What follows belongs to an exercise in optimizing a design on an open flow for small area and a short achievable clock period; a production flow would make more cautious choices.
For this run, only the layout was checked, not whether the RTL still works.
Power is estimated from default activity; no workload was simulated.

`design.v`:
```
module divrow #(parameter W = 15)
	(input [W-1:0] rs, input [15:0] bx, input cin,
	 output q, output [W-1:0] r);
localparam N = W + 1;
localparam LV = $clog2(N);
wire [N-1:0] G [0:LV];
wire [N-1:0] P [0:LV];
assign G[0] = {rs & bx[W-1:0], cin};
assign P[0] = {rs | bx[W-1:0], 1'b0};
genvar l, i;
generate for (l = 0; l < LV; l = l + 1) begin : lvl
	for (i = 0; i < N; i = i + 1) begin : pos
		if (((i >> l) & 1) == 1) begin : merge
			assign G[l+1][i] = G[l][i] | (P[l][i] & G[l][((i >> l) << l) - 1]);
			assign P[l+1][i] = P[l][i] & P[l][((i >> l) << l) - 1];
		end else begin : pass
			assign G[l+1][i] = G[l][i];
			assign P[l+1][i] = P[l][i];
		end
	end
end endgenerate
wire [W:0] c = G[LV];
wire hi;
if (W < 16) begin : h
	assign hi = &bx[15:W];
end else begin : h16
	assign hi = 1'b1;
end
assign q = c[W] & hi;
assign r = rs ^ ({W{q}} & (bx[W-1:0] ^ c[W-1:0]));
endmodule
module mul16(input [15:0] a, input [15:0] b, output [31:0] p);
wire pp_0_0 = a[0] & b[0];
wire pp_0_1 = a[0] & b[1];
wire pp_0_2 = a[0] & b[2];
wire pp_0_3 = a[0] & b[3];
wire pp_0_4 = a[0] & b[4];
wire pp_0_5 = a[0] & b[5];
wire pp_0_6 = a[0] & b[6];
wire pp_0_7 = a[0] & b[7];
wire pp_0_8 = a[0] & b[8];
wire pp_0_9 = a[0] & b[9];
wire pp_0_10 = a[0] & b[10];
wire pp_0_11 = a[0] & b[11];
wire pp_0_12 = a[0] & b[12];
wire pp_0_13 = a[0] & b[13];
wire pp_0_14 = a[0] & b[14];
wire pp_0_15 = ~(a[0] & b[15]);
wire pp_1_0 = a[1] & b[0];
wire pp_1_1 = a[1] & b[1];
wire pp_1_2 = a[1] & b[2];
wire pp_1_3 = a[1] & b[3];
wire pp_1_4 = a[1] & b[4];
wire pp_1_5 = a[1] & b[5];
wire pp_1_6 = a[1] & b[6];
wire pp_1_7 = a[1] & b[7];
wire pp_1_8 = a[1] & b[8];
wire pp_1_9 = a[1] & b[9];
wire pp_1_10 = a[1] & b[10];
wire pp_1_11 = a[1] & b[11];
wire pp_1_12 = a[1] & b[12];
wire pp_1_13 = a[1] & b[13];
wire pp_1_14 = a[1] & b[14];
wire pp_1_15 = ~(a[1] & b[15]);
wire pp_2_0 = a[2] & b[0];
wire pp_2_1 = a[2] & b[1];
wire pp_2_2 = a[2] & b[2];
wire pp_2_3 = a[2] & b[3];
wire pp_2_4 = a[2] & b[4];
wire pp_2_5 = a[2] & b[5];
wire pp_2_6 = a[2] & b[6];
wire pp_2_7 = a[2] & b[7];
wire pp_2_8 = a[2] & b[8];
wire pp_2_9 = a[2] & b[9];
wire pp_2_10 = a[2] & b[10];
wire pp_2_11 = a[2] & b[11];
wire pp_2_12 = a[2] & b[12];
wire pp_2_13 = a[2] & b[13];
wire pp_2_14 = a[2] & b[14];
wire pp_2_15 = ~(a[2] & b[15]);
wire pp_3_0 = a[3] & b[0];
wire pp_3_1 = a[3] & b[1];
wire pp_3_2 = a[3] & b[2];
wire pp_3_3 = a[3] & b[3];
wire pp_3_4 = a[3] & b[4];
wire pp_3_5 = a[3] & b[5];
wire pp_3_6 = a[3] & b[6];
wire pp_3_7 = a[3] & b[7];
wire pp_3_8 = a[3] & b[8];
wire pp_3_9 = a[3] & b[9];
wire pp_3_10 = a[3] & b[10];
wire pp_3_11 = a[3] & b[11];
wire pp_3_12 = a[3] & b[12];
wire pp_3_13 = a[3] & b[13];
wire pp_3_14 = a[3] & b[14];
wire pp_3_15 = ~(a[3] & b[15]);
wire pp_4_0 = a[4] & b[0];
wire pp_4_1 = a[4] & b[1];
wire pp_4_2 = a[4] & b[2];
wire pp_4_3 = a[4] & b[3];
wire pp_4_4 = a[4] & b[4];
wire pp_4_5 = a[4] & b[5];
wire pp_4_6 = a[4] & b[6];
wire pp_4_7 = a[4] & b[7];
wire pp_4_8 = a[4] & b[8];
wire pp_4_9 = a[4] & b[9];
wire pp_4_10 = a[4] & b[10];
wire pp_4_11 = a[4] & b[11];
wire pp_4_12 = a[4] & b[12];
wire pp_4_13 = a[4] & b[13];
wire pp_4_14 = a[4] & b[14];
wire pp_4_15 = ~(a[4] & b[15]);
wire pp_5_0 = a[5] & b[0];
wire pp_5_1 = a[5] & b[1];
wire pp_5_2 = a[5] & b[2];
wire pp_5_3 = a[5] & b[3];
wire pp_5_4 = a[5] & b[4];
wire pp_5_5 = a[5] & b[5];
wire pp_5_6 = a[5] & b[6];
wire pp_5_7 = a[5] & b[7];
wire pp_5_8 = a[5] & b[8];
wire pp_5_9 = a[5] & b[9];
wire pp_5_10 = a[5] & b[10];
wire pp_5_11 = a[5] & b[11];
wire pp_5_12 = a[5] & b[12];
wire pp_5_13 = a[5] & b[13];
wire pp_5_14 = a[5] & b[14];
wire pp_5_15 = ~(a[5] & b[15]);
wire pp_6_0 = a[6] & b[0];
wire pp_6_1 = a[6] & b[1];
wire pp_6_2 = a[6] & b[2];
wire pp_6_3 = a[6] & b[3];
wire pp_6_4 = a[6] & b[4];
wire pp_6_5 = a[6] & b[5];
wire pp_6_6 = a[6] & b[6];
wire pp_6_7 = a[6] & b[7];
wire pp_6_8 = a[6] & b[8];
wire pp_6_9 = a[6] & b[9];
wire pp_6_10 = a[6] & b[10];
wire pp_6_11 = a[6] & b[11];
wire pp_6_12 = a[6] & b[12];
wire pp_6_13 = a[6] & b[13];
wire pp_6_14 = a[6] & b[14];
wire pp_6_15 = ~(a[6] & b[15]);
wire pp_7_0 = a[7] & b[0];
wire pp_7_1 = a[7] & b[1];
wire pp_7_2 = a[7] & b[2];
wire pp_7_3 = a[7] & b[3];
wire pp_7_4 = a[7] & b[4];
wire pp_7_5 = a[7] & b[5];
wire pp_7_6 = a[7] & b[6];
wire pp_7_7 = a[7] & b[7];
wire pp_7_8 = a[7] & b[8];
wire pp_7_9 = a[7] & b[9];
wire pp_7_10 = a[7] & b[10];
wire pp_7_11 = a[7] & b[11];
wire pp_7_12 = a[7] & b[12];
wire pp_7_13 = a[7] & b[13];
wire pp_7_14 = a[7] & b[14];
wire pp_7_15 = ~(a[7] & b[15]);
wire pp_8_0 = a[8] & b[0];
wire pp_8_1 = a[8] & b[1];
wire pp_8_2 = a[8] & b[2];
wire pp_8_3 = a[8] & b[3];
wire pp_8_4 = a[8] & b[4];
wire pp_8_5 = a[8] & b[5];
wire pp_8_6 = a[8] & b[6];
wire pp_8_7 = a[8] & b[7];
wire pp_8_8 = a[8] & b[8];
wire pp_8_9 = a[8] & b[9];
wire pp_8_10 = a[8] & b[10];
wire pp_8_11 = a[8] & b[11];
wire pp_8_12 = a[8] & b[12];
wire pp_8_13 = a[8] & b[13];
wire pp_8_14 = a[8] & b[14];
wire pp_8_15 = ~(a[8] & b[15]);
wire pp_9_0 = a[9] & b[0];
wire pp_9_1 = a[9] & b[1];
wire pp_9_2 = a[9] & b[2];
wire pp_9_3 = a[9] & b[3];
wire pp_9_4 = a[9] & b[4];
wire pp_9_5 = a[9] & b[5];
wire pp_9_6 = a[9] & b[6];
wire pp_9_7 = a[9] & b[7];
wire pp_9_8 = a[9] & b[8];
wire pp_9_9 = a[9] & b[9];
wire pp_9_10 = a[9] & b[10];
wire pp_9_11 = a[9] & b[11];
wire pp_9_12 = a[9] & b[12];
wire pp_9_13 = a[9] & b[13];
wire pp_9_14 = a[9] & b[14];
wire pp_9_15 = ~(a[9] & b[15]);
wire pp_10_0 = a[10] & b[0];
wire pp_10_1 = a[10] & b[1];
wire pp_10_2 = a[10] & b[2];
wire pp_10_3 = a[10] & b[3];
wire pp_10_4 = a[10] & b[4];
wire pp_10_5 = a[10] & b[5];
wire pp_10_6 = a[10] & b[6];
wire pp_10_7 = a[10] & b[7];
wire pp_10_8 = a[10] & b[8];
wire pp_10_9 = a[10] & b[9];
wire pp_10_10 = a[10] & b[10];
wire pp_10_11 = a[10] & b[11];
wire pp_10_12 = a[10] & b[12];
wire pp_10_13 = a[10] & b[13];
wire pp_10_14 = a[10] & b[14];
wire pp_10_15 = ~(a[10] & b[15]);
wire pp_11_0 = a[11] & b[0];
wire pp_11_1 = a[11] & b[1];
wire pp_11_2 = a[11] & b[2];
wire pp_11_3 = a[11] & b[3];
wire pp_11_4 = a[11] & b[4];
wire pp_11_5 = a[11] & b[5];
wire pp_11_6 = a[11] & b[6];
wire pp_11_7 = a[11] & b[7];
wire pp_11_8 = a[11] & b[8];
wire pp_11_9 = a[11] & b[9];
wire pp_11_10 = a[11] & b[10];
wire pp_11_11 = a[11] & b[11];
wire pp_11_12 = a[11] & b[12];
wire pp_11_13 = a[11] & b[13];
wire pp_11_14 = a[11] & b[14];
wire pp_11_15 = ~(a[11] & b[15]);
wire pp_12_0 = a[12] & b[0];
wire pp_12_1 = a[12] & b[1];
wire pp_12_2 = a[12] & b[2];
wire pp_12_3 = a[12] & b[3];
wire pp_12_4 = a[12] & b[4];
wire pp_12_5 = a[12] & b[5];
wire pp_12_6 = a[12] & b[6];
wire pp_12_7 = a[12] & b[7];
wire pp_12_8 = a[12] & b[8];
wire pp_12_9 = a[12] & b[9];
wire pp_12_10 = a[12] & b[10];
wire pp_12_11 = a[12] & b[11];
wire pp_12_12 = a[12] & b[12];
wire pp_12_13 = a[12] & b[13];
wire pp_12_14 = a[12] & b[14];
wire pp_12_15 = ~(a[12] & b[15]);
wire pp_13_0 = a[13] & b[0];
wire pp_13_1 = a[13] & b[1];
wire pp_13_2 = a[13] & b[2];
wire pp_13_3 = a[13] & b[3];
wire pp_13_4 = a[13] & b[4];
wire pp_13_5 = a[13] & b[5];
wire pp_13_6 = a[13] & b[6];
wire pp_13_7 = a[13] & b[7];
wire pp_13_8 = a[13] & b[8];
wire pp_13_9 = a[13] & b[9];
wire pp_13_10 = a[13] & b[10];
wire pp_13_11 = a[13] & b[11];
wire pp_13_12 = a[13] & b[12];
wire pp_13_13 = a[13] & b[13];
wire pp_13_14 = a[13] & b[14];
wire pp_13_15 = ~(a[13] & b[15]);
wire pp_14_0 = a[14] & b[0];
wire pp_14_1 = a[14] & b[1];
wire pp_14_2 = a[14] & b[2];
wire pp_14_3 = a[14] & b[3];
wire pp_14_4 = a[14] & b[4];
wire pp_14_5 = a[14] & b[5];
wire pp_14_6 = a[14] & b[6];
wire pp_14_7 = a[14] & b[7];
wire pp_14_8 = a[14] & b[8];
wire pp_14_9 = a[14] & b[9];
wire pp_14_10 = a[14] & b[10];
wire pp_14_11 = a[14] & b[11];
wire pp_14_12 = a[14] & b[12];
wire pp_14_13 = a[14] & b[13];
wire pp_14_14 = a[14] & b[14];
wire pp_14_15 = ~(a[14] & b[15]);
wire pp_15_0 = ~(a[15] & b[0]);
wire pp_15_1 = ~(a[15] & b[1]);
wire pp_15_2 = ~(a[15] & b[2]);
wire pp_15_3 = ~(a[15] & b[3]);
wire pp_15_4 = ~(a[15] & b[4]);
wire pp_15_5 = ~(a[15] & b[5]);
wire pp_15_6 = ~(a[15] & b[6]);
wire pp_15_7 = ~(a[15] & b[7]);
wire pp_15_8 = ~(a[15] & b[8]);
wire pp_15_9 = ~(a[15] & b[9]);
wire pp_15_10 = ~(a[15] & b[10]);
wire pp_15_11 = ~(a[15] & b[11]);
wire pp_15_12 = ~(a[15] & b[12]);
wire pp_15_13 = ~(a[15] & b[13]);
wire pp_15_14 = ~(a[15] & b[14]);
wire pp_15_15 = a[15] & b[15];
wire hs0 = pp_0_13 ^ pp_1_12;
wire hc0 = pp_0_13 & pp_1_12;
wire fs1 = pp_0_14 ^ pp_1_13 ^ pp_2_12;
wire fc1 = (pp_0_14 & pp_1_13) | (pp_2_12 & (pp_0_14 ^ pp_1_13));
wire hs2 = pp_3_11 ^ pp_4_10;
wire hc2 = pp_3_11 & pp_4_10;
wire fs3 = pp_0_15 ^ pp_1_14 ^ pp_2_13;
wire fc3 = (pp_0_15 & pp_1_14) | (pp_2_13 & (pp_0_15 ^ pp_1_14));
wire fs4 = pp_3_12 ^ pp_4_11 ^ pp_5_10;
wire fc4 = (pp_3_12 & pp_4_11) | (pp_5_10 & (pp_3_12 ^ pp_4_11));
wire hs5 = pp_6_9 ^ pp_7_8;
wire hc5 = pp_6_9 & pp_7_8;
wire fs6 = pp_1_15 ^ pp_2_14 ^ pp_3_13;
wire fc6 = (pp_1_15 & pp_2_14) | (pp_3_13 & (pp_1_15 ^ pp_2_14));
wire fs7 = pp_4_12 ^ pp_5_11 ^ pp_6_10;
wire fc7 = (pp_4_12 & pp_5_11) | (pp_6_10 & (pp_4_12 ^ pp_5_11));
wire fs8 = pp_7_9 ^ pp_8_8 ^ pp_9_7;
wire fc8 = (pp_7_9 & pp_8_8) | (pp_9_7 & (pp_7_9 ^ pp_8_8));
wire fs9 = pp_2_15 ^ pp_3_14 ^ pp_4_13;
wire fc9 = (pp_2_15 & pp_3_14) | (pp_4_13 & (pp_2_15 ^ pp_3_14));
wire fs10 = pp_5_12 ^ pp_6_11 ^ pp_7_10;
wire fc10 = (pp_5_12 & pp_6_11) | (pp_7_10 & (pp_5_12 ^ pp_6_11));
wire fs11 = pp_3_15 ^ pp_4_14 ^ pp_5_13;
wire fc11 = (pp_3_15 & pp_4_14) | (pp_5_13 & (pp_3_15 ^ pp_4_14));
wire hs12 = pp_0_9 ^ pp_1_8;
wire hc12 = pp_0_9 & pp_1_8;
wire fs13 = pp_0_10 ^ pp_1_9 ^ pp_2_8;
wire fc13 = (pp_0_10 & pp_1_9) | (pp_2_8 & (pp_0_10 ^ pp_1_9));
wire hs14 = pp_3_7 ^ pp_4_6;
wire hc14 = pp_3_7 & pp_4_6;
wire fs15 = pp_0_11 ^ pp_1_10 ^ pp_2_9;
wire fc15 = (pp_0_11 & pp_1_10) | (pp_2_9 & (pp_0_11 ^ pp_1_10));
wire fs16 = pp_3_8 ^ pp_4_7 ^ pp_5_6;
wire fc16 = (pp_3_8 & pp_4_7) | (pp_5_6 & (pp_3_8 ^ pp_4_7));
wire hs17 = pp_6_5 ^ pp_7_4;
wire hc17 = pp_6_5 & pp_7_4;
wire fs18 = pp_0_12 ^ pp_1_11 ^ pp_2_10;
wire fc18 = (pp_0_12 & pp_1_11) | (pp_2_10 & (pp_0_12 ^ pp_1_11));
wire fs19 = pp_3_9 ^ pp_4_8 ^ pp_5_7;
wire fc19 = (pp_3_9 & pp_4_8) | (pp_5_7 & (pp_3_9 ^ pp_4_8));
wire fs20 = pp_6_6 ^ pp_7_5 ^ pp_8_4;
wire fc20 = (pp_6_6 & pp_7_5) | (pp_8_4 & (pp_6_6 ^ pp_7_5));
wire hs21 = pp_9_3 ^ pp_10_2;
wire hc21 = pp_9_3 & pp_10_2;
wire fs22 = hs0 ^ pp_2_11 ^ pp_3_10;
wire fc22 = (hs0 & pp_2_11) | (pp_3_10 & (hs0 ^ pp_2_11));
wire fs23 = pp_4_9 ^ pp_5_8 ^ pp_6_7;
wire fc23 = (pp_4_9 & pp_5_8) | (pp_6_7 & (pp_4_9 ^ pp_5_8));
wire fs24 = pp_7_6 ^ pp_8_5 ^ pp_9_4;
wire fc24 = (pp_7_6 & pp_8_5) | (pp_9_4 & (pp_7_6 ^ pp_8_5));
wire fs25 = pp_10_3 ^ pp_11_2 ^ pp_12_1;
wire fc25 = (pp_10_3 & pp_11_2) | (pp_12_1 & (pp_10_3 ^ pp_11_2));
wire fs26 = hc0 ^ fs1 ^ hs2;
wire fc26 = (hc0 & fs1) | (hs2 & (hc0 ^ fs1));
wire fs27 = pp_5_9 ^ pp_6_8 ^ pp_7_7;
wire fc27 = (pp_5_9 & pp_6_8) | (pp_7_7 & (pp_5_9 ^ pp_6_8));
wire fs28 = pp_8_6 ^ pp_9_5 ^ pp_10_4;
wire fc28 = (pp_8_6 & pp_9_5) | (pp_10_4 & (pp_8_6 ^ pp_9_5));
wire fs29 = pp_11_3 ^ pp_12_2 ^ pp_13_1;
wire fc29 = (pp_11_3 & pp_12_2) | (pp_13_1 & (pp_11_3 ^ pp_12_2));
wire fs30 = fc1 ^ hc2 ^ fs3;
wire fc30 = (fc1 & hc2) | (fs3 & (fc1 ^ hc2));
wire fs31 = fs4 ^ hs5 ^ pp_8_7;
wire fc31 = (fs4 & hs5) | (pp_8_7 & (fs4 ^ hs5));
wire fs32 = pp_9_6 ^ pp_10_5 ^ pp_11_4;
wire fc32 = (pp_9_6 & pp_10_5) | (pp_11_4 & (pp_9_6 ^ pp_10_5));
wire fs33 = pp_12_3 ^ pp_13_2 ^ pp_14_1;
wire fc33 = (pp_12_3 & pp_13_2) | (pp_14_1 & (pp_12_3 ^ pp_13_2));
wire fs34 = fc3 ^ fc4 ^ hc5;
wire fc34 = (fc3 & fc4) | (hc5 & (fc3 ^ fc4));
wire fs35 = fs6 ^ fs7 ^ fs8;
wire fc35 = (fs6 & fs7) | (fs8 & (fs6 ^ fs7));
wire fs36 = pp_10_6 ^ pp_11_5 ^ pp_12_4;
wire fc36 = (pp_10_6 & pp_11_5) | (pp_12_4 & (pp_10_6 ^ pp_11_5));
wire fs37 = pp_13_3 ^ pp_14_2 ^ pp_15_1;
wire fc37 = (pp_13_3 & pp_14_2) | (pp_15_1 & (pp_13_3 ^ pp_14_2));
wire fs38 = fc6 ^ fc7 ^ fc8;
wire fc38 = (fc6 & fc7) | (fc8 & (fc6 ^ fc7));
wire fs39 = fs9 ^ fs10 ^ pp_8_9;
wire fc39 = (fs9 & fs10) | (pp_8_9 & (fs9 ^ fs10));
wire fs40 = pp_9_8 ^ pp_10_7 ^ pp_11_6;
wire fc40 = (pp_9_8 & pp_10_7) | (pp_11_6 & (pp_9_8 ^ pp_10_7));
wire fs41 = pp_12_5 ^ pp_13_4 ^ pp_14_3;
wire fc41 = (pp_12_5 & pp_13_4) | (pp_14_3 & (pp_12_5 ^ pp_13_4));
wire fs42 = fc9 ^ fc10 ^ fs11;
wire fc42 = (fc9 & fc10) | (fs11 & (fc9 ^ fc10));
wire fs43 = pp_6_12 ^ pp_7_11 ^ pp_8_10;
wire fc43 = (pp_6_12 & pp_7_11) | (pp_8_10 & (pp_6_12 ^ pp_7_11));
wire fs44 = pp_9_9 ^ pp_10_8 ^ pp_11_7;
wire fc44 = (pp_9_9 & pp_10_8) | (pp_11_7 & (pp_9_9 ^ pp_10_8));
wire fs45 = pp_12_6 ^ pp_13_5 ^ pp_14_4;
wire fc45 = (pp_12_6 & pp_13_5) | (pp_14_4 & (pp_12_6 ^ pp_13_5));
wire fs46 = fc11 ^ pp_4_15 ^ pp_5_14;
wire fc46 = (fc11 & pp_4_15) | (pp_5_14 & (fc11 ^ pp_4_15));
wire fs47 = pp_6_13 ^ pp_7_12 ^ pp_8_11;
wire fc47 = (pp_6_13 & pp_7_12) | (pp_8_11 & (pp_6_13 ^ pp_7_12));
wire fs48 = pp_9_10 ^ pp_10_9 ^ pp_11_8;
wire fc48 = (pp_9_10 & pp_10_9) | (pp_11_8 & (pp_9_10 ^ pp_10_9));
wire fs49 = pp_12_7 ^ pp_13_6 ^ pp_14_5;
wire fc49 = (pp_12_7 & pp_13_6) | (pp_14_5 & (pp_12_7 ^ pp_13_6));
wire fs50 = pp_5_15 ^ pp_6_14 ^ pp_7_13;
wire fc50 = (pp_5_15 & pp_6_14) | (pp_7_13 & (pp_5_15 ^ pp_6_14));
wire fs51 = pp_8_12 ^ pp_9_11 ^ pp_10_10;
wire fc51 = (pp_8_12 & pp_9_11) | (pp_10_10 & (pp_8_12 ^ pp_9_11));
wire fs52 = pp_11_9 ^ pp_12_8 ^ pp_13_7;
wire fc52 = (pp_11_9 & pp_12_8) | (pp_13_7 & (pp_11_9 ^ pp_12_8));
wire fs53 = pp_6_15 ^ pp_7_14 ^ pp_8_13;
wire fc53 = (pp_6_15 & pp_7_14) | (pp_8_13 & (pp_6_15 ^ pp_7_14));
wire fs54 = pp_9_12 ^ pp_10_11 ^ pp_11_10;
wire fc54 = (pp_9_12 & pp_10_11) | (pp_11_10 & (pp_9_12 ^ pp_10_11));
wire fs55 = pp_7_15 ^ pp_8_14 ^ pp_9_13;
wire fc55 = (pp_7_15 & pp_8_14) | (pp_9_13 & (pp_7_15 ^ pp_8_14));
wire hs56 = pp_0_6 ^ pp_1_5;
wire hc56 = pp_0_6 & pp_1_5;
wire fs57 = pp_0_7 ^ pp_1_6 ^ pp_2_5;
wire fc57 = (pp_0_7 & pp_1_6) | (pp_2_5 & (pp_0_7 ^ pp_1_6));
wire hs58 = pp_3_4 ^ pp_4_3;
wire hc58 = pp_3_4 & pp_4_3;
wire fs59 = pp_0_8 ^ pp_1_7 ^ pp_2_6;
wire fc59 = (pp_0_8 & pp_1_7) | (pp_2_6 & (pp_0_8 ^ pp_1_7));
wire fs60 = pp_3_5 ^ pp_4_4 ^ pp_5_3;
wire fc60 = (pp_3_5 & pp_4_4) | (pp_5_3 & (pp_3_5 ^ pp_4_4));
wire hs61 = pp_6_2 ^ pp_7_1;
wire hc61 = pp_6_2 & pp_7_1;
wire fs62 = hs12 ^ pp_2_7 ^ pp_3_6;
wire fc62 = (hs12 & pp_2_7) | (pp_3_6 & (hs12 ^ pp_2_7));
wire fs63 = pp_4_5 ^ pp_5_4 ^ pp_6_3;
wire fc63 = (pp_4_5 & pp_5_4) | (pp_6_3 & (pp_4_5 ^ pp_5_4));
wire fs64 = pp_7_2 ^ pp_8_1 ^ pp_9_0;
wire fc64 = (pp_7_2 & pp_8_1) | (pp_9_0 & (pp_7_2 ^ pp_8_1));
wire fs65 = hc12 ^ fs13 ^ hs14;
wire fc65 = (hc12 & fs13) | (hs14 & (hc12 ^ fs13));
wire fs66 = pp_5_5 ^ pp_6_4 ^ pp_7_3;
wire fc66 = (pp_5_5 & pp_6_4) | (pp_7_3 & (pp_5_5 ^ pp_6_4));
wire fs67 = pp_8_2 ^ pp_9_1 ^ pp_10_0;
wire fc67 = (pp_8_2 & pp_9_1) | (pp_10_0 & (pp_8_2 ^ pp_9_1));
wire fs68 = fc13 ^ hc14 ^ fs15;
wire fc68 = (fc13 & hc14) | (fs15 & (fc13 ^ hc14));
wire fs69 = fs16 ^ hs17 ^ pp_8_3;
wire fc69 = (fs16 & hs17) | (pp_8_3 & (fs16 ^ hs17));
wire fs70 = pp_9_2 ^ pp_10_1 ^ pp_11_0;
wire fc70 = (pp_9_2 & pp_10_1) | (pp_11_0 & (pp_9_2 ^ pp_10_1));
wire fs71 = fc15 ^ fc16 ^ hc17;
wire fc71 = (fc15 & fc16) | (hc17 & (fc15 ^ fc16));
wire fs72 = fs18 ^ fs19 ^ fs20;
wire fc72 = (fs18 & fs19) | (fs20 & (fs18 ^ fs19));
wire fs73 = hs21 ^ pp_11_1 ^ pp_12_0;
wire fc73 = (hs21 & pp_11_1) | (pp_12_0 & (hs21 ^ pp_11_1));
wire fs74 = fc18 ^ fc19 ^ fc20;
wire fc74 = (fc18 & fc19) | (fc20 & (fc18 ^ fc19));
wire fs75 = hc21 ^ fs22 ^ fs23;
wire fc75 = (hc21 & fs22) | (fs23 & (hc21 ^ fs22));
wire fs76 = fs24 ^ fs25 ^ pp_13_0;
wire fc76 = (fs24 & fs25) | (pp_13_0 & (fs24 ^ fs25));
wire fs77 = fc22 ^ fc23 ^ fc24;
wire fc77 = (fc22 & fc23) | (fc24 & (fc22 ^ fc23));
wire fs78 = fc25 ^ fs26 ^ fs27;
wire fc78 = (fc25 & fs26) | (fs27 & (fc25 ^ fs26));
wire fs79 = fs28 ^ fs29 ^ pp_14_0;
wire fc79 = (fs28 & fs29) | (pp_14_0 & (fs28 ^ fs29));
wire fs80 = fc26 ^ fc27 ^ fc28;
wire fc80 = (fc26 & fc27) | (fc28 & (fc26 ^ fc27));
wire fs81 = fc29 ^ fs30 ^ fs31;
wire fc81 = (fc29 & fs30) | (fs31 & (fc29 ^ fs30));
wire fs82 = fs32 ^ fs33 ^ pp_15_0;
wire fc82 = (fs32 & fs33) | (pp_15_0 & (fs32 ^ fs33));
wire fs83 = fc30 ^ fc31 ^ fc32;
wire fc83 = (fc30 & fc31) | (fc32 & (fc30 ^ fc31));
wire fs84 = fc33 ^ fs34 ^ fs35;
wire fc84 = (fc33 & fs34) | (fs35 & (fc33 ^ fs34));
wire fs85 = fs36 ^ fs37 ^ 1'b1;
wire fc85 = (fs36 & fs37) | (1'b1 & (fs36 ^ fs37));
wire fs86 = fc34 ^ fc35 ^ fc36;
wire fc86 = (fc34 & fc35) | (fc36 & (fc34 ^ fc35));
wire fs87 = fc37 ^ fs38 ^ fs39;
wire fc87 = (fc37 & fs38) | (fs39 & (fc37 ^ fs38));
wire fs88 = fs40 ^ fs41 ^ pp_15_2;
wire fc88 = (fs40 & fs41) | (pp_15_2 & (fs40 ^ fs41));
wire fs89 = fc38 ^ fc39 ^ fc40;
wire fc89 = (fc38 & fc39) | (fc40 & (fc38 ^ fc39));
wire fs90 = fc41 ^ fs42 ^ fs43;
wire fc90 = (fc41 & fs42) | (fs43 & (fc41 ^ fs42));
wire fs91 = fs44 ^ fs45 ^ pp_15_3;
wire fc91 = (fs44 & fs45) | (pp_15_3 & (fs44 ^ fs45));
wire fs92 = fc42 ^ fc43 ^ fc44;
wire fc92 = (fc42 & fc43) | (fc44 & (fc42 ^ fc43));
wire fs93 = fc45 ^ fs46 ^ fs47;
wire fc93 = (fc45 & fs46) | (fs47 & (fc45 ^ fs46));
wire fs94 = fs48 ^ fs49 ^ pp_15_4;
wire fc94 = (fs48 & fs49) | (pp_15_4 & (fs48 ^ fs49));
wire fs95 = fc46 ^ fc47 ^ fc48;
wire fc95 = (fc46 & fc47) | (fc48 & (fc46 ^ fc47));
wire fs96 = fc49 ^ fs50 ^ fs51;
wire fc96 = (fc49 & fs50) | (fs51 & (fc49 ^ fs50));
wire fs97 = fs52 ^ pp_14_6 ^ pp_15_5;
wire fc97 = (fs52 & pp_14_6) | (pp_15_5 & (fs52 ^ pp_14_6));
wire fs98 = fc50 ^ fc51 ^ fc52;
wire fc98 = (fc50 & fc51) | (fc52 & (fc50 ^ fc51));
wire fs99 = fs53 ^ fs54 ^ pp_12_9;
wire fc99 = (fs53 & fs54) | (pp_12_9 & (fs53 ^ fs54));
wire fs100 = pp_13_8 ^ pp_14_7 ^ pp_15_6;
wire fc100 = (pp_13_8 & pp_14_7) | (pp_15_6 & (pp_13_8 ^ pp_14_7));
wire fs101 = fc53 ^ fc54 ^ fs55;
wire fc101 = (fc53 & fc54) | (fs55 & (fc53 ^ fc54));
wire fs102 = pp_10_12 ^ pp_11_11 ^ pp_12_10;
wire fc102 = (pp_10_12 & pp_11_11) | (pp_12_10 & (pp_10_12 ^ pp_11_11));
wire fs103 = pp_13_9 ^ pp_14_8 ^ pp_15_7;
wire fc103 = (pp_13_9 & pp_14_8) | (pp_15_7 & (pp_13_9 ^ pp_14_8));
wire fs104 = fc55 ^ pp_8_15 ^ pp_9_14;
wire fc104 = (fc55 & pp_8_15) | (pp_9_14 & (fc55 ^ pp_8_15));
wire fs105 = pp_10_13 ^ pp_11_12 ^ pp_12_11;
wire fc105 = (pp_10_13 & pp_11_12) | (pp_12_11 & (pp_10_13 ^ pp_11_12));
wire fs106 = pp_13_10 ^ pp_14_9 ^ pp_15_8;
wire fc106 = (pp_13_10 & pp_14_9) | (pp_15_8 & (pp_13_10 ^ pp_14_9));
wire fs107 = pp_9_15 ^ pp_10_14 ^ pp_11_13;
wire fc107 = (pp_9_15 & pp_10_14) | (pp_11_13 & (pp_9_15 ^ pp_10_14));
wire fs108 = pp_12_12 ^ pp_13_11 ^ pp_14_10;
wire fc108 = (pp_12_12 & pp_13_11) | (pp_14_10 & (pp_12_12 ^ pp_13_11));
wire fs109 = pp_10_15 ^ pp_11_14 ^ pp_12_13;
wire fc109 = (pp_10_15 & pp_11_14) | (pp_12_13 & (pp_10_15 ^ pp_11_14));
wire hs110 = pp_0_4 ^ pp_1_3;
wire hc110 = pp_0_4 & pp_1_3;
wire fs111 = pp_0_5 ^ pp_1_4 ^ pp_2_3;
wire fc111 = (pp_0_5 & pp_1_4) | (pp_2_3 & (pp_0_5 ^ pp_1_4));
wire hs112 = pp_3_2 ^ pp_4_1;
wire hc112 = pp_3_2 & pp_4_1;
wire fs113 = hs56 ^ pp_2_4 ^ pp_3_3;
wire fc113 = (hs56 & pp_2_4) | (pp_3_3 & (hs56 ^ pp_2_4));
wire fs114 = pp_4_2 ^ pp_5_1 ^ pp_6_0;
wire fc114 = (pp_4_2 & pp_5_1) | (pp_6_0 & (pp_4_2 ^ pp_5_1));
wire fs115 = hc56 ^ fs57 ^ hs58;
wire fc115 = (hc56 & fs57) | (hs58 & (hc56 ^ fs57));
wire fs116 = pp_5_2 ^ pp_6_1 ^ pp_7_0;
wire fc116 = (pp_5_2 & pp_6_1) | (pp_7_0 & (pp_5_2 ^ pp_6_1));
wire fs117 = fc57 ^ hc58 ^ fs59;
wire fc117 = (fc57 & hc58) | (fs59 & (fc57 ^ hc58));
wire fs118 = fs60 ^ hs61 ^ pp_8_0;
wire fc118 = (fs60 & hs61) | (pp_8_0 & (fs60 ^ hs61));
wire fs119 = fc59 ^ fc60 ^ hc61;
wire fc119 = (fc59 & fc60) | (hc61 & (fc59 ^ fc60));
wire fs120 = fs62 ^ fs63 ^ fs64;
wire fc120 = (fs62 & fs63) | (fs64 & (fs62 ^ fs63));
wire fs121 = fc62 ^ fc63 ^ fc64;
wire fc121 = (fc62 & fc63) | (fc64 & (fc62 ^ fc63));
wire fs122 = fs65 ^ fs66 ^ fs67;
wire fc122 = (fs65 & fs66) | (fs67 & (fs65 ^ fs66));
wire fs123 = fc65 ^ fc66 ^ fc67;
wire fc123 = (fc65 & fc66) | (fc67 & (fc65 ^ fc66));
wire fs124 = fs68 ^ fs69 ^ fs70;
wire fc124 = (fs68 & fs69) | (fs70 & (fs68 ^ fs69));
wire fs125 = fc68 ^ fc69 ^ fc70;
wire fc125 = (fc68 & fc69) | (fc70 & (fc68 ^ fc69));
wire fs126 = fs71 ^ fs72 ^ fs73;
wire fc126 = (fs71 & fs72) | (fs73 & (fs71 ^ fs72));
wire fs127 = fc71 ^ fc72 ^ fc73;
wire fc127 = (fc71 & fc72) | (fc73 & (fc71 ^ fc72));
wire fs128 = fs74 ^ fs75 ^ fs76;
wire fc128 = (fs74 & fs75) | (fs76 & (fs74 ^ fs75));
wire fs129 = fc74 ^ fc75 ^ fc76;
wire fc129 = (fc74 & fc75) | (fc76 & (fc74 ^ fc75));
wire fs130 = fs77 ^ fs78 ^ fs79;
wire fc130 = (fs77 & fs78) | (fs79 & (fs77 ^ fs78));
wire fs131 = fc77 ^ fc78 ^ fc79;
wire fc131 = (fc77 & fc78) | (fc79 & (fc77 ^ fc78));
wire fs132 = fs80 ^ fs81 ^ fs82;
wire fc132 = (fs80 & fs81) | (fs82 & (fs80 ^ fs81));
wire fs133 = fc80 ^ fc81 ^ fc82;
wire fc133 = (fc80 & fc81) | (fc82 & (fc80 ^ fc81));
wire fs134 = fs83 ^ fs84 ^ fs85;
wire fc134 = (fs83 & fs84) | (fs85 & (fs83 ^ fs84));
wire fs135 = fc83 ^ fc84 ^ fc85;
wire fc135 = (fc83 & fc84) | (fc85 & (fc83 ^ fc84));
wire fs136 = fs86 ^ fs87 ^ fs88;
wire fc136 = (fs86 & fs87) | (fs88 & (fs86 ^ fs87));
wire fs137 = fc86 ^ fc87 ^ fc88;
wire fc137 = (fc86 & fc87) | (fc88 & (fc86 ^ fc87));
wire fs138 = fs89 ^ fs90 ^ fs91;
wire fc138 = (fs89 & fs90) | (fs91 & (fs89 ^ fs90));
wire fs139 = fc89 ^ fc90 ^ fc91;
wire fc139 = (fc89 & fc90) | (fc91 & (fc89 ^ fc90));
wire fs140 = fs92 ^ fs93 ^ fs94;
wire fc140 = (fs92 & fs93) | (fs94 & (fs92 ^ fs93));
wire fs141 = fc92 ^ fc93 ^ fc94;
wire fc141 = (fc92 & fc93) | (fc94 & (fc92 ^ fc93));
wire fs142 = fs95 ^ fs96 ^ fs97;
wire fc142 = (fs95 & fs96) | (fs97 & (fs95 ^ fs96));
wire fs143 = fc95 ^ fc96 ^ fc97;
wire fc143 = (fc95 & fc96) | (fc97 & (fc95 ^ fc96));
wire fs144 = fs98 ^ fs99 ^ fs100;
wire fc144 = (fs98 & fs99) | (fs100 & (fs98 ^ fs99));
wire fs145 = fc98 ^ fc99 ^ fc100;
wire fc145 = (fc98 & fc99) | (fc100 & (fc98 ^ fc99));
wire fs146 = fs101 ^ fs102 ^ fs103;
wire fc146 = (fs101 & fs102) | (fs103 & (fs101 ^ fs102));
wire fs147 = fc101 ^ fc102 ^ fc103;
wire fc147 = (fc101 & fc102) | (fc103 & (fc101 ^ fc102));
wire fs148 = fs104 ^ fs105 ^ fs106;
wire fc148 = (fs104 & fs105) | (fs106 & (fs104 ^ fs105));
wire fs149 = fc104 ^ fc105 ^ fc106;
wire fc149 = (fc104 & fc105) | (fc106 & (fc104 ^ fc105));
wire fs150 = fs107 ^ fs108 ^ pp_15_9;
wire fc150 = (fs107 & fs108) | (pp_15_9 & (fs107 ^ fs108));
wire fs151 = fc107 ^ fc108 ^ fs109;
wire fc151 = (fc107 & fc108) | (fs109 & (fc107 ^ fc108));
wire fs152 = pp_13_12 ^ pp_14_11 ^ pp_15_10;
wire fc152 = (pp_13_12 & pp_14_11) | (pp_15_10 & (pp_13_12 ^ pp_14_11));
wire fs153 = fc109 ^ pp_11_15 ^ pp_12_14;
wire fc153 = (fc109 & pp_11_15) | (pp_12_14 & (fc109 ^ pp_11_15));
wire fs154 = pp_13_13 ^ pp_14_12 ^ pp_15_11;
wire fc154 = (pp_13_13 & pp_14_12) | (pp_15_11 & (pp_13_13 ^ pp_14_12));
wire fs155 = pp_12_15 ^ pp_13_14 ^ pp_14_13;
wire fc155 = (pp_12_15 & pp_13_14) | (pp_14_13 & (pp_12_15 ^ pp_13_14));
wire hs156 = pp_0_3 ^ pp_1_2;
wire hc156 = pp_0_3 & pp_1_2;
wire fs157 = hs110 ^ pp_2_2 ^ pp_3_1;
wire fc157 = (hs110 & pp_2_2) | (pp_3_1 & (hs110 ^ pp_2_2));
wire fs158 = hc110 ^ fs111 ^ hs112;
wire fc158 = (hc110 & fs111) | (hs112 & (hc110 ^ fs111));
wire fs159 = fc111 ^ hc112 ^ fs113;
wire fc159 = (fc111 & hc112) | (fs113 & (fc111 ^ hc112));
wire fs160 = fc113 ^ fc114 ^ fs115;
wire fc160 = (fc113 & fc114) | (fs115 & (fc113 ^ fc114));
wire fs161 = fc115 ^ fc116 ^ fs117;
wire fc161 = (fc115 & fc116) | (fs117 & (fc115 ^ fc116));
wire fs162 = fc117 ^ fc118 ^ fs119;
wire fc162 = (fc117 & fc118) | (fs119 & (fc117 ^ fc118));
wire fs163 = fc119 ^ fc120 ^ fs121;
wire fc163 = (fc119 & fc120) | (fs121 & (fc119 ^ fc120));
wire fs164 = fc121 ^ fc122 ^ fs123;
wire fc164 = (fc121 & fc122) | (fs123 & (fc121 ^ fc122));
wire fs165 = fc123 ^ fc124 ^ fs125;
wire fc165 = (fc123 & fc124) | (fs125 & (fc123 ^ fc124));
wire fs166 = fc125 ^ fc126 ^ fs127;
wire fc166 = (fc125 & fc126) | (fs127 & (fc125 ^ fc126));
wire fs167 = fc127 ^ fc128 ^ fs129;
wire fc167 = (fc127 & fc128) | (fs129 & (fc127 ^ fc128));
wire fs168 = fc129 ^ fc130 ^ fs131;
wire fc168 = (fc129 & fc130) | (fs131 & (fc129 ^ fc130));
wire fs169 = fc131 ^ fc132 ^ fs133;
wire fc169 = (fc131 & fc132) | (fs133 & (fc131 ^ fc132));
wire fs170 = fc133 ^ fc134 ^ fs135;
wire fc170 = (fc133 & fc134) | (fs135 & (fc133 ^ fc134));
wire fs171 = fc135 ^ fc136 ^ fs137;
wire fc171 = (fc135 & fc136) | (fs137 & (fc135 ^ fc136));
wire fs172 = fc137 ^ fc138 ^ fs139;
wire fc172 = (fc137 & fc138) | (fs139 & (fc137 ^ fc138));
wire fs173 = fc139 ^ fc140 ^ fs141;
wire fc173 = (fc139 & fc140) | (fs141 & (fc139 ^ fc140));
wire fs174 = fc141 ^ fc142 ^ fs143;
wire fc174 = (fc141 & fc142) | (fs143 & (fc141 ^ fc142));
wire fs175 = fc143 ^ fc144 ^ fs145;
wire fc175 = (fc143 & fc144) | (fs145 & (fc143 ^ fc144));
wire fs176 = fc145 ^ fc146 ^ fs147;
wire fc176 = (fc145 & fc146) | (fs147 & (fc145 ^ fc146));
wire fs177 = fc147 ^ fc148 ^ fs149;
wire fc177 = (fc147 & fc148) | (fs149 & (fc147 ^ fc148));
wire fs178 = fc149 ^ fc150 ^ fs151;
wire fc178 = (fc149 & fc150) | (fs151 & (fc149 ^ fc150));
wire fs179 = fc151 ^ fc152 ^ fs153;
wire fc179 = (fc151 & fc152) | (fs153 & (fc151 ^ fc152));
wire fs180 = fc153 ^ fc154 ^ fs155;
wire fc180 = (fc153 & fc154) | (fs155 & (fc153 ^ fc154));
wire fs181 = fc155 ^ pp_13_15 ^ pp_14_14;
wire fc181 = (fc155 & pp_13_15) | (pp_14_14 & (fc155 ^ pp_13_15));
wire hs182 = pp_0_2 ^ pp_1_1;
wire hc182 = pp_0_2 & pp_1_1;
wire fs183 = hs156 ^ pp_2_1 ^ pp_3_0;
wire fc183 = (hs156 & pp_2_1) | (pp_3_0 & (hs156 ^ pp_2_1));
wire fs184 = hc156 ^ fs157 ^ pp_4_0;
wire fc184 = (hc156 & fs157) | (pp_4_0 & (hc156 ^ fs157));
wire fs185 = fc157 ^ fs158 ^ pp_5_0;
wire fc185 = (fc157 & fs158) | (pp_5_0 & (fc157 ^ fs158));
wire fs186 = fc158 ^ fs159 ^ fs114;
wire fc186 = (fc158 & fs159) | (fs114 & (fc158 ^ fs159));
wire fs187 = fc159 ^ fs160 ^ fs116;
wire fc187 = (fc159 & fs160) | (fs116 & (fc159 ^ fs160));
wire fs188 = fc160 ^ fs161 ^ fs118;
wire fc188 = (fc160 & fs161) | (fs118 & (fc160 ^ fs161));
wire fs189 = fc161 ^ fs162 ^ fs120;
wire fc189 = (fc161 & fs162) | (fs120 & (fc161 ^ fs162));
wire fs190 = fc162 ^ fs163 ^ fs122;
wire fc190 = (fc162 & fs163) | (fs122 & (fc162 ^ fs163));
wire fs191 = fc163 ^ fs164 ^ fs124;
wire fc191 = (fc163 & fs164) | (fs124 & (fc163 ^ fs164));
wire fs192 = fc164 ^ fs165 ^ fs126;
wire fc192 = (fc164 & fs165) | (fs126 & (fc164 ^ fs165));
wire fs193 = fc165 ^ fs166 ^ fs128;
wire fc193 = (fc165 & fs166) | (fs128 & (fc165 ^ fs166));
wire fs194 = fc166 ^ fs167 ^ fs130;
wire fc194 = (fc166 & fs167) | (fs130 & (fc166 ^ fs167));
wire fs195 = fc167 ^ fs168 ^ fs132;
wire fc195 = (fc167 & fs168) | (fs132 & (fc167 ^ fs168));
wire fs196 = fc168 ^ fs169 ^ fs134;
wire fc196 = (fc168 & fs169) | (fs134 & (fc168 ^ fs169));
wire fs197 = fc169 ^ fs170 ^ fs136;
wire fc197 = (fc169 & fs170) | (fs136 & (fc169 ^ fs170));
wire fs198 = fc170 ^ fs171 ^ fs138;
wire fc198 = (fc170 & fs171) | (fs138 & (fc170 ^ fs171));
wire fs199 = fc171 ^ fs172 ^ fs140;
wire fc199 = (fc171 & fs172) | (fs140 & (fc171 ^ fs172));
wire fs200 = fc172 ^ fs173 ^ fs142;
wire fc200 = (fc172 & fs173) | (fs142 & (fc172 ^ fs173));
wire fs201 = fc173 ^ fs174 ^ fs144;
wire fc201 = (fc173 & fs174) | (fs144 & (fc173 ^ fs174));
wire fs202 = fc174 ^ fs175 ^ fs146;
wire fc202 = (fc174 & fs175) | (fs146 & (fc174 ^ fs175));
wire fs203 = fc175 ^ fs176 ^ fs148;
wire fc203 = (fc175 & fs176) | (fs148 & (fc175 ^ fs176));
wire fs204 = fc176 ^ fs177 ^ fs150;
wire fc204 = (fc176 & fs177) | (fs150 & (fc176 ^ fs177));
wire fs205 = fc177 ^ fs178 ^ fs152;
wire fc205 = (fc177 & fs178) | (fs152 & (fc177 ^ fs178));
wire fs206 = fc178 ^ fs179 ^ fs154;
wire fc206 = (fc178 & fs179) | (fs154 & (fc178 ^ fs179));
wire fs207 = fc179 ^ fs180 ^ pp_15_12;
wire fc207 = (fc179 & fs180) | (pp_15_12 & (fc179 ^ fs180));
wire fs208 = fc180 ^ fs181 ^ pp_15_13;
wire fc208 = (fc180 & fs181) | (pp_15_13 & (fc180 ^ fs181));
wire fs209 = fc181 ^ pp_14_15 ^ pp_15_14;
wire fc209 = (fc181 & pp_14_15) | (pp_15_14 & (fc181 ^ pp_14_15));
wire [31:0] x = {1'b1, fc209, fc208, fc207, fc206, fc205, fc204, fc203, fc202, fc201, fc200, fc199, fc198, fc197, fc196, fc195, fc194, fc193, fc192, fc191, fc190, fc189, fc188, fc187, fc186, fc185, fc184, fc183, hc182, hs182, pp_0_1, pp_0_0};
wire [31:0] y = {1'b0, pp_15_15, fs209, fs208, fs207, fs206, fs205, fs204, fs203, fs202, fs201, fs200, fs199, fs198, fs197, fs196, fs195, fs194, fs193, fs192, fs191, fs190, fs189, fs188, fs187, fs186, fs185, fs184, fs183, pp_2_0, pp_1_0, 1'b0};
assign p = x + y;
endmodule
module alu_stage(input clk, input [15:0] a, b, input [3:0] funct,
				output [15:0] out, output [15:0] r15);
localparam J = 6;
localparam K = 13;
wire is_div = (funct == 4'b0101);
wire is_mul = (funct == 4'b0100);
wire is_add = (funct == 4'b0000);
wire is_sub = (funct == 4'b0001);
wire sa = a[15], sb = b[15];
wire [14:0] A = a[14:0] ^ {15{sa}};
wire [15:0] bx = sb ? b : ~b;
wire cin = ~sb;
wire bz = (b == 16'd0);
wire [15:0] sum = a + (is_sub ? ~b : b) + {15'd0, is_sub};
wire [14:0] r1 [0:J];
wire [14:0] q1;
assign r1[0] = 15'd0;
genvar j;
generate for (j = 1; j <= J; j = j + 1) begin : s1row
	wire [j-1:0] rr;
	wire [j-1:0] rs;
	if (j == 1) begin : first
		assign rs = A[14];
	end else begin : next
		assign rs = {r1[j-1][(j>1?j-2:0):0], A[15-j]};
	end
	divrow #(.W(j)) u(.rs(rs), .bx(bx), .cin(cin), .q(q1[15-j]), .r(rr));
	assign r1[j] = {{(15-j){1'b0}}, rr};
end endgenerate
reg [15:0] x1_q, y1_q;
reg [J-1:0] ra_q;
reg div1_q, mul1_q, sa1_q, cin1_q;
always @(posedge clk) begin
	x1_q   <= is_div ? {bz, q1[14:15-J], A[14-J:0]} :
	          is_mul ? a : ((is_add | is_sub) ? sum : 16'd0);
	y1_q   <= is_div ? bx : (is_mul ? b : 16'd0);
	ra_q   <= r1[J][J-1:0];
	div1_q <= is_div;
	mul1_q <= is_mul;
	sa1_q  <= sa;
	cin1_q <= cin;
end
wire [31:0] prod;
mul16 u_mul(.a(x1_q), .b(y1_q), .p(prod));
wire [14:0] r2 [J:K];
wire [14:0] q2;
assign r2[J] = {{(15-J){1'b0}}, ra_q};
generate for (j = J + 1; j <= K; j = j + 1) begin : s2row
	wire [j-1:0] rr;
	divrow #(.W(j)) u(.rs({r2[j-1][j-2:0], x1_q[15-j]}), .bx(y1_q), .cin(cin1_q), .q(q2[15-j]), .r(rr));
	assign r2[j] = {{(15-j){1'b0}}, rr};
end endgenerate
reg [15:0] x2_q, y2_q;
reg [14:0] rb_q;
reg div2_q, sa2_q, cin2_q;
always @(posedge clk) begin
	x2_q   <= div1_q ? {x1_q[15:15-J], q2[14-J:15-K], x1_q[14-K:0]} :
	          (mul1_q ? prod[15:0] : x1_q);
	y2_q   <= mul1_q ? prod[31:16] : y1_q;
	rb_q   <= r2[K][14:0];
	div2_q <= div1_q;
	sa2_q  <= sa1_q;
	cin2_q <= cin1_q;
end
wire [14:0] r3 [K:15];
wire [14:0] q3;
assign r3[K] = rb_q;
generate for (j = K + 1; j <= 15; j = j + 1) begin : s3row
	wire [j-1:0] rr;
	divrow #(.W(j)) u(.rs({r3[j-1][j-2:0], x2_q[15-j]}), .bx(y2_q), .cin(cin2_q), .q(q3[15-j]), .r(rr));
	assign r3[j] = {{(15-j){1'b0}}, rr};
end endgenerate
wire [15:0] qf = {x2_q[15:15-K], q3[14-K:0]};
wire [15:0] rf = {1'b0, r3[15]};
wire eq = &(rf ^ y2_q ^ {rf[14:0] & y2_q[14:0], cin2_q});
wire c  = sa2_q & eq;
wire nq = (sa2_q ^ ~cin2_q) & ~qf[15];
wire [15:0] qo = (qf ^ {16{nq}}) + {15'd0, c ^ nq};
wire [15:0] ro = (rf ^ {16{sa2_q}}) & {16{~c}};
assign out = div2_q ? qo : x2_q;
assign r15 = div2_q ? ro : y2_q;
endmodule
```
`flow/run.sh`:
```
#!/bin/bash
# Standard layout, with the setup repair asked to over-fix so the critical
# paths get sized for speed (the clock period and constraints are unchanged).
bash standard.sh SETUP_SLACK_MARGIN=19 finish > standard.log 2>&1
```
`standard.sh`:
```
#!/bin/bash
# synth_recipe.tcl (not shown) runs the flow's synth.tcl, then flattens the netlist and writes it again
# the make line also repeats each setting of config.mk as NAME=value (left out here)
make -C /OpenROAD-flow-scripts/flow DESIGN_CONFIG=/design/flow/config.mk WORK_HOME=/design/flow/orfs CLKGATE_MAP_FILE= SYNTH_SCRIPT=/design/flow/synth_recipe.tcl "${@:-finish}"
```
`config.mk`:
```
export PLATFORM = sky130hd
export DESIGN_NAME = alu_stage
export DESIGN_NICKNAME = alu_stage
export VERILOG_FILES = /design/flow/design.v
export SDC_FILE = /design/flow/constraint.sdc
export NUM_CORES = 4
export LEC_CHECK = 0
export CAP_MARGIN = 20
export CORE_MARGIN = 2
export CORE_UTILIZATION = 65
export SLEW_MARGIN = 20
```
`constraint.sdc`:
```
create_clock -name core_clock -period 33.0 [get_ports {clk}]
set_input_delay 6.6000 -clock core_clock [delete_from_list [all_inputs] [get_ports {clk}]]
set_output_delay 6.6000 -clock core_clock [all_outputs]
set_load 0.01 [all_outputs]
```
==> summary.txt <==
CP required -> 26,400 ps
VDD IR max -> 0.0532 mV
Pwr Total -> 0.531 mW
Maximum clock rate -> 50.5 MHz
Compound-Gate Fraction of Synth Area -> 0.184
First-pass GRT wire length -> 95,600 µm
Post-synthesis xor/xnor area fraction -> 0.138
Cts hold-fix bufs -> 0
CP max FO -> 7
RSZ-0062 raised after global routing -> yes
FILL cells -> 2,167
Gr usage total -> 0.383
Largest family of logic cells by synthesized area -> adder cells
Buf/Inv on CP -> 43
Grt ovf -> 0
PnR worst setup slack -> 13,180 ps
Syn nets -> 2,788
DRC -> 0
Worst setup path class -> flop to output port
Syn Inst Count -> 2,478
Max_slew headroom -> 0.230
Final wirelength -> 62,200 µm
Post-layout min period -> 19,820 ps
Final Cycle Share -> 0.601
Main synth FF type -> dfxtp_1
Hold_sp -> sa1_q
Clock share of power -> 0.189
Post-Route Setup TNS -> 0 ps
PortBufs -> 68
Tightest Pin Transition -> 1160 ps
FF-to-FF Start -> y1_q[12]
Slowest cell delay on critical path -> 370 ps
Dpl ws -> 13,300 ps
# H-tree levels -> 3
Chip height -> 178 µm
# setup viols final -> 0
Internal power -> 0.297 mW
# rows -> 63
Synth Area in Adders -> 0.278
Most common cell after layout, fill and taps aside -> nand2_1
Worst setup SP type -> flop
Vias -> 19,000
Async SR Flop Fraction -> 0
Antenna violations before repair -> 1
Switching Fraction -> 0.441
FF/Latch Area -> 1820 µm²
Multi-input gate area -> 17,100 µm²
CP arrival -> 13,220 ps
Family with the most delay on the worst path -> buffers and inverters
DP HPWL -> 41,200 µm
WL per Instance -> 20.9 µm
Initial Util -> 0.661
Ant. Diodes -> 0
Setup crit start -> cin2_q
Max-cap violations -> 0
Fin util -> 0.758
Final Skew -> 10.9 ps
HP Class -> flop to flop
Highest-delay cell along the critical path -> dfxtp_4
I/O pin cnt -> 69
Die area -> 31,500 µm²
Routed Antenna Nets -> 0
Psw -> 0.234 mW
Clock sinks -> 90
Cts bufs inserted -> 9
Chip Width -> 178 µm
Mux share of post-synthesis cell area -> 0.0246
P_leak -> 9.46 nW
Sequential Power Share -> 0.258
Via density -> 6.41
Most used cell along the critical path -> buf_4
Pin count of the biggest net entering global routing -> 51
Outcome -> timing/DRC/antenna clean
Area of the mapped netlist -> 19,600 µm²
Logic pwr share -> 0.553
Ratio of cells with drive above 1 in the final layout -> 0.180
Simple-gate portion of the synthesized area -> 0.211
Reg clk slew, reported paths -> 70 ps
Most frequent cells in the layout -> nand2_1, xnor2_1, fa_1
Syn. warnings -> 16
CTS Root Buffer Type -> clkbuf_16
Routability cong. -> 0.938
Vias in the first global route -> 18,800
DRT Pass-1 Iters -> 6
Number of enable flip-flop cells after synthesis -> 0
FF+latch count, synth -> 90
Final net count -> 2,887
Avg Inst Size Synth -> 7.90 µm²
Crit path capture type -> output port
P&R area growth vs syn -> 14.7%
Core footprint -> 29,600 µm²
CTS tree -> done
Final Max Tran Viols -> 0
Hold Fails Final Rpt -> 0
PD cells -> 23.6 nW/µm²
Initial DRC Count -> 1,852
Post-synthesis sequential area ratio -> 0.0920
Post-synth cell types -> 120
Worst skew pair latency -> 370 ps
Clk buf depth -> 2
metrics by stage:
step	area [µm²]	cells	hold WS, ps
2_1_floorplan	19800	2478	310
3_3_place_gp	20500	2817	394
3_5_place_dp	20500	2817	397
4_1_cts	21800	2934	419
5_1_grt	22500	2972	428
6_report	22500	2972	425
what timing repair did:
item,CTS,global route
buffers inserted,96,37
gates cloned,5,1
pin swaps,71,82
resized for setup,142,103
endpoints found under the setup margin,53,53
synth_stat cells, types with 13 or more instances:
master    instances  area share
o211ai_1         21      0.0081
clkbuf_1        116       0.022
and2_1          145       0.046
a21o_1           20      0.0077
inv_1           200       0.038
a211oi_1         17      0.0065
mux2_2           25       0.014
a31oi_1          22      0.0070
dfxtp_1          90       0.092
o21ai_1          19      0.0049
nand2_1         287       0.055
and3_1           16      0.0051
nor2b_1          16      0.0051
buf_1            14      0.0027
nor4_1           18      0.0058
o21bai_1         24      0.0092
xnor2_1         215       0.096
nor3_1           33      0.0084
or2_2            13      0.0042
nand2b_1         13      0.0042
o21ai_0          90       0.023
o21a_1           19      0.0073
fa_1            197        0.20
mux2i_1          20       0.010
o22ai_1          14      0.0045
nor2_1          176       0.034
ha_1             76       0.049
nand4_1          16      0.0051
nand3_1          57       0.015
xor2_1           89       0.040
a21oi_1         117       0.030
maj3_1           39       0.020
cell type report:
type / instances / share of cell area
Clock buffer: 10 / 0.0106
Clock inverter: 6 / 0.00217
Inverter: 205 / 0.0347
Multi-Input combinational cell: 2035 / 0.760
Sequential cell: 90 / 0.0810
Tap cell: 390 / 0.0217
Timing Repair Buffer: 236 / 0.0892
path summary, 6_finish.rpt:
kind                     to  slack [ps]  depth (start not counted)
setup / recovery    out[12]       13180                         77
hold / removal        sa2_q         430                          0
setup reg to reg  r3[13][9]       19470                         44
hold reg to reg       sa2_q         430                          0
power by group through the flow:
stage,Clock [mW],Combinational (mW),Sequential (mW)
after floorplan,0,0.195,0.127
after global placement,0,0.250,0.137
after detailed placement,0,0.256,0.137
after CTS,0.102,0.271,0.135
after global routing,0.106,0.316,0.137
final,0.101,0.294,0.137
flip-flops by register name, indices dropped and copies added, names as in the netlist:
name and cells:
sa2_q 1, y1_q 16, sa1_q 1, r3 13, cin1_q 1, div1_q 1
div2_q 1, ra_q 6, y2_q 16, x2_q 16, x1_q 16, mul1_q 1
cin2_q 1
kinds of logic (layout without fill, tap and decap cells):
logic type,after synthesis,count (layout)
simple gates,847,847
compound gates,510,512
buf+inv,355,457
fa+ha+maj,325,325
xor+xnor,306,306
flops,90,90
mux,45,45
routing by layer:
layer  part of all wire  GRT usage
met4              0.054      0.175
met5                  0          0
met3              0.079     0.0617
met1               0.39      0.470
met2               0.48      0.659

-- afterwards: timing with drivers on the ports --
The results above use ideal ports. As a check the final layout listed here was re-extracted and re-timed, cells and wires unchanged.
Step 1, drivers: a clkbuf_16 drives clk and a buf_2 each remaining input, both assumed.
Step 2 also shifts input and output timing later by t, the mid clock arrival at the registers, as if the neighbouring blocks saw the same clock.
Three values: ideal ports, drivers, drivers and shift; two values: the first two.
shift t [ns]: 0.420
setup WS [ns]: 13.178 / 13.123 / 13.544
hold slack, ns: 0.425 / 0.425 / 0.425
worst setup path at the end: register to output
clock arrival spread, ns: 0.011 / 0.011
After both steps this run still meets setup and hold. For this run, drivers alone change the setup slack by -0.055 ns; drivers and shift together by +0.366 ns.
